Context: an optimization exercise on an open-source flow, tuned for small area. The choices shown serve that exercise and are no tape-out recipe.
The RTL was checked by simulation tests, not by an equivalence proof against the original design.
No activity file was given, so power comes from the tool's default toggle rates.

Setup of S:
## top
module top(
     input wire clk, reset,
     input wire start, si,
     output reg [3:0] an,
     output reg [7:0] sseg
    );
Size in the first run: ~460 cells after synthesis, roughly 16 I/O pins, roughly 0.0041 mm² of cells after synthesis.
clock: 10.0 ns
lec_check: 0
cap_margin: 20
core_margin: 2
core_utilization: 40
cts_buf_list: sky130_fd_sc_hd__clkbuf_8
slew_margin: 20
run.sh (not shown) runs the stock make flow with config.mk's settings and CLKGATE_MAP_FILE= SYNTH_SCRIPT=/design/flow/synth_recipe.tcl, a recipe that flattens the netlist after the stock synthesis.
S went all the way through the flow, and no timing, DRC or antenna check failed.
Inputs modified between S and P:
Settings: CTS_BUF_LIST no longer set, was sky130_fd_sc_hd__clkbuf_8.
Results
In summary, P completed successfully, with a layout that passed the timing, design-rule and antenna checks. Changes observed in P relative to S: routed via count divided by cell count level, routed length per instance level. P against S: placed instance area level; number of clock buffer instances in the layout moved up; wire length reported by the detailed router level; total power after layout level. Final design instance area without fill came out exactly the same in S and P.

The RTL this note starts from:
==> flow/design.v <==
`timescale 1ns / 100ps
module top(
     input wire clk, reset,
     input wire start, si,
     output reg [3:0] an,
     output reg [7:0] sseg
    );
localparam [2:0] IDLE = 3'd0, WAIT = 3'd1, CNT = 3'd2, FIN = 3'd3,
                 DIV = 3'd4, PAD = 3'd5;
reg [2:0] state;
reg [17:0] scan;           
reg si_d;
reg [5:0] t;               
reg z;                     
reg pend;                  
reg c;                     
reg s;                     
reg d;                     
reg [15:0] p;              
reg [15:0] r;              
reg [15:0] dsp;            
reg [1:0] dotp;            
wire [3:0] ph = scan[3:0];
wire ph0 = (ph == 4'd0);
wire ph15 = (ph == 4'd15);
wire edg = si & ~si_d;
wire div = (state == DIV);
wire first = (t == 6'd0);
wire tick = (state == CNT) & ~edg & (t == 6'd49);
wire le1 = z | (p[15:1] == 15'd0);
wire le10 = (p[15:4] == 12'd0) & (p[3:0] <= 4'd10);
wire le100 = (p[15:7] == 9'd0) & (p[6:0] <= 7'd100);
wire pz = z | (p == 16'd0);
wire [19:0] dvnd = le1 ? 20'd1000 : le10 ? 20'd10000 : le100 ? 20'd100000 : 20'd1000000;
wire [19:0] zq = 20'd1048;   
wire [4:0] bi = 5'd19 - t[4:0];
wire sub = div & ~s;
wire rb = r[0] & ~(div & first);
wire pb = p[0] & ~z;
wire a = div & (ph0 ? dvnd[bi] : d);
wire bx = pb ^ sub;
wire cin = ph0 ? (div ? sub : pend) : c;
wire sum = a ^ bx ^ cin;
wire cout = (a & bx) | (a & cin) | (bx & cin);
wire sgn = rb ^ sub ^ cout;    
wire q = pz ? zq[bi] : ~sgn;
function [3:0] adj(input [3:0] x);
  adj = (x >= 4'd5) ? x + 4'd3 : x;
endfunction
wire pad = (state == PAD);
wire [15:0] dd = pad ? dsp : {dsp[15:12], adj(dsp[11:8]), adj(dsp[7:4]), adj(dsp[3:0])};
wire top0 = (dsp[15:12] == 4'd0);
wire shift = (div & ph15) | (pad & ~(ph[1:0] == 2'd0 & ~top0));
always @(posedge clk)
  if (reset)
    begin
      state <= IDLE;
      scan <= 0;
      si_d <= 0;
      t <= 0;
      pend <= 0;
    end
  else
    begin
      scan <= scan + 1'b1;
      si_d <= si;
      pend <= tick | (pend & ~ph0);
      case (state)
        IDLE: if (start) state <= WAIT;
        WAIT: if (edg) state <= CNT;
        CNT: if (edg) state <= FIN;
        FIN: if (ph15 & ~pend) state <= DIV;
        DIV: if (ph15 & (t == 6'd19)) state <= PAD;
        PAD: if (ph[1:0] == 2'd0 & ~top0) state <= IDLE;
        default: state <= IDLE;
      endcase
      if (state == CNT)
        t <= (edg | (t == 6'd49)) ? 6'd0 : t + 1'b1;
      else if (div)
        t <= t + ph15;
      else
        t <= 0;
    end
always @(posedge clk)
  begin
    if (state == IDLE || state == WAIT)
      z <= 1'b1;
    else if (tick)
      z <= 1'b0;
    c <= cout;
    d <= rb;
    if (div & ph15)
      s <= sgn;
    else if (!div)
      s <= 1'b0;
    p <= {(state == CNT || state == FIN) ? (sum & ~z) : p[0], p[15:1]};
    r <= {sum, r[15:1]};
  end
always @(posedge clk)
  if (reset || state == FIN)
    begin
      dsp <= 0;
      dotp <= 0;
    end
  else
    begin
      if (shift)
        dsp <= {dd[14:0], div & q};
      if (div & first & ph0)
        dotp <= {1'b0, ~le1 & ~le100};
      else if (pad & (ph[1:0] == 2'd0) & top0)
        dotp <= dotp + 1'b1;
    end
reg [3:0] hex;
reg dot;
always @*
  begin
    case (scan[17:16])
      2'd0: begin an = 4'b1110; hex = dsp[3:0]; dot = (dotp == 2'd1); end
      2'd1: begin an = 4'b1101; hex = dsp[7:4]; dot = (dotp == 2'd2); end
      2'd2: begin an = 4'b1011; hex = dsp[11:8]; dot = (dotp == 2'd3); end
      default: begin an = 4'b0111; hex = dsp[15:12]; dot = 1'b0; end
    endcase
    case (hex)
      4'h0: sseg[6:0] = 7'b1111110;
      4'h1: sseg[6:0] = 7'b0110000;
      4'h2: sseg[6:0] = 7'b1101101;
      4'h3: sseg[6:0] = 7'b1111001;
      4'h4: sseg[6:0] = 7'b0110011;
      4'h5: sseg[6:0] = 7'b1011011;
      4'h6: sseg[6:0] = 7'b1011111;
      4'h7: sseg[6:0] = 7'b1110000;
      4'h8: sseg[6:0] = 7'b1111111;
      default: sseg[6:0] = 7'b1111011;
    endcase
    sseg[7] = dot;
  end
endmodule
Settings: LEC_CHECK=0, CAP_MARGIN=20, CORE_MARGIN=2, CORE_UTILIZATION=40, CTS_CLUSTER_DIAMETER=100, CTS_CLUSTER_SIZE=40, SLEW_MARGIN=20; clock period 10.0 ns.
The baseline passed the timing, design-rule and antenna checks.
Change:
ABC_CLOCK_PERIOD_IN_PS = 100000   (was not set)
CTS_CLUSTER_DIAMETER = not set   (was 100)
CTS_CLUSTER_SIZE = not set   (was 40)
Outcome:
- fmax is unchanged
- non-clock buffer count stays the same
- wire length is unchanged
- clock-buffer cell count does not change
- sequential cell count does not change
Change:
ABC_AREA = 1   (was not set)
ABC_CLOCK_PERIOD_IN_PS = not set   (was 100000)
Effect:
- The new run went through all stages and came out clean
- routed wire length increases by about 4%
- die area increases by about 1.5%
- critical path depth does not change
- worst setup slack improved by 0.15 ns

==> static timing again, ports no longer ideal <==
No port has a modelled driver above. Below, the same layouts with a new extraction and two added sets of constraints. Step 1 sets driving cells, clkbuf_16 on the clock port and buf_2 on the other inputs (assumed; they add their load-dependent delay and slew). Step 2, shift: input delay + t, output delay - t, t = (earliest + latest rising clock arrival at the registers) / 2. This alone moves slack from input paths to output paths. Three values: no drivers, after step 1, after step 2; two values: the first two.
run	shift t [ns]	setup slack, ns	hold slack, ns
S	0.380	4.818 / 4.786 / 5.166	0.330 / 0.330 / 0.330
P	0.380	4.819 / 4.788 / 5.168	0.330 / 0.330 / 0.330
the first run of note 2	0.380	4.819 / 4.788 / 5.168	0.330 / 0.330 / 0.330
the second run of note 2	0.380	4.819 / 4.788 / 5.168	0.330 / 0.330 / 0.330
the third run of note 2	0.378	4.968 / 4.933 / 5.311	0.325 / 0.325 / 0.325
After both steps setup and hold are still met in every run listed.
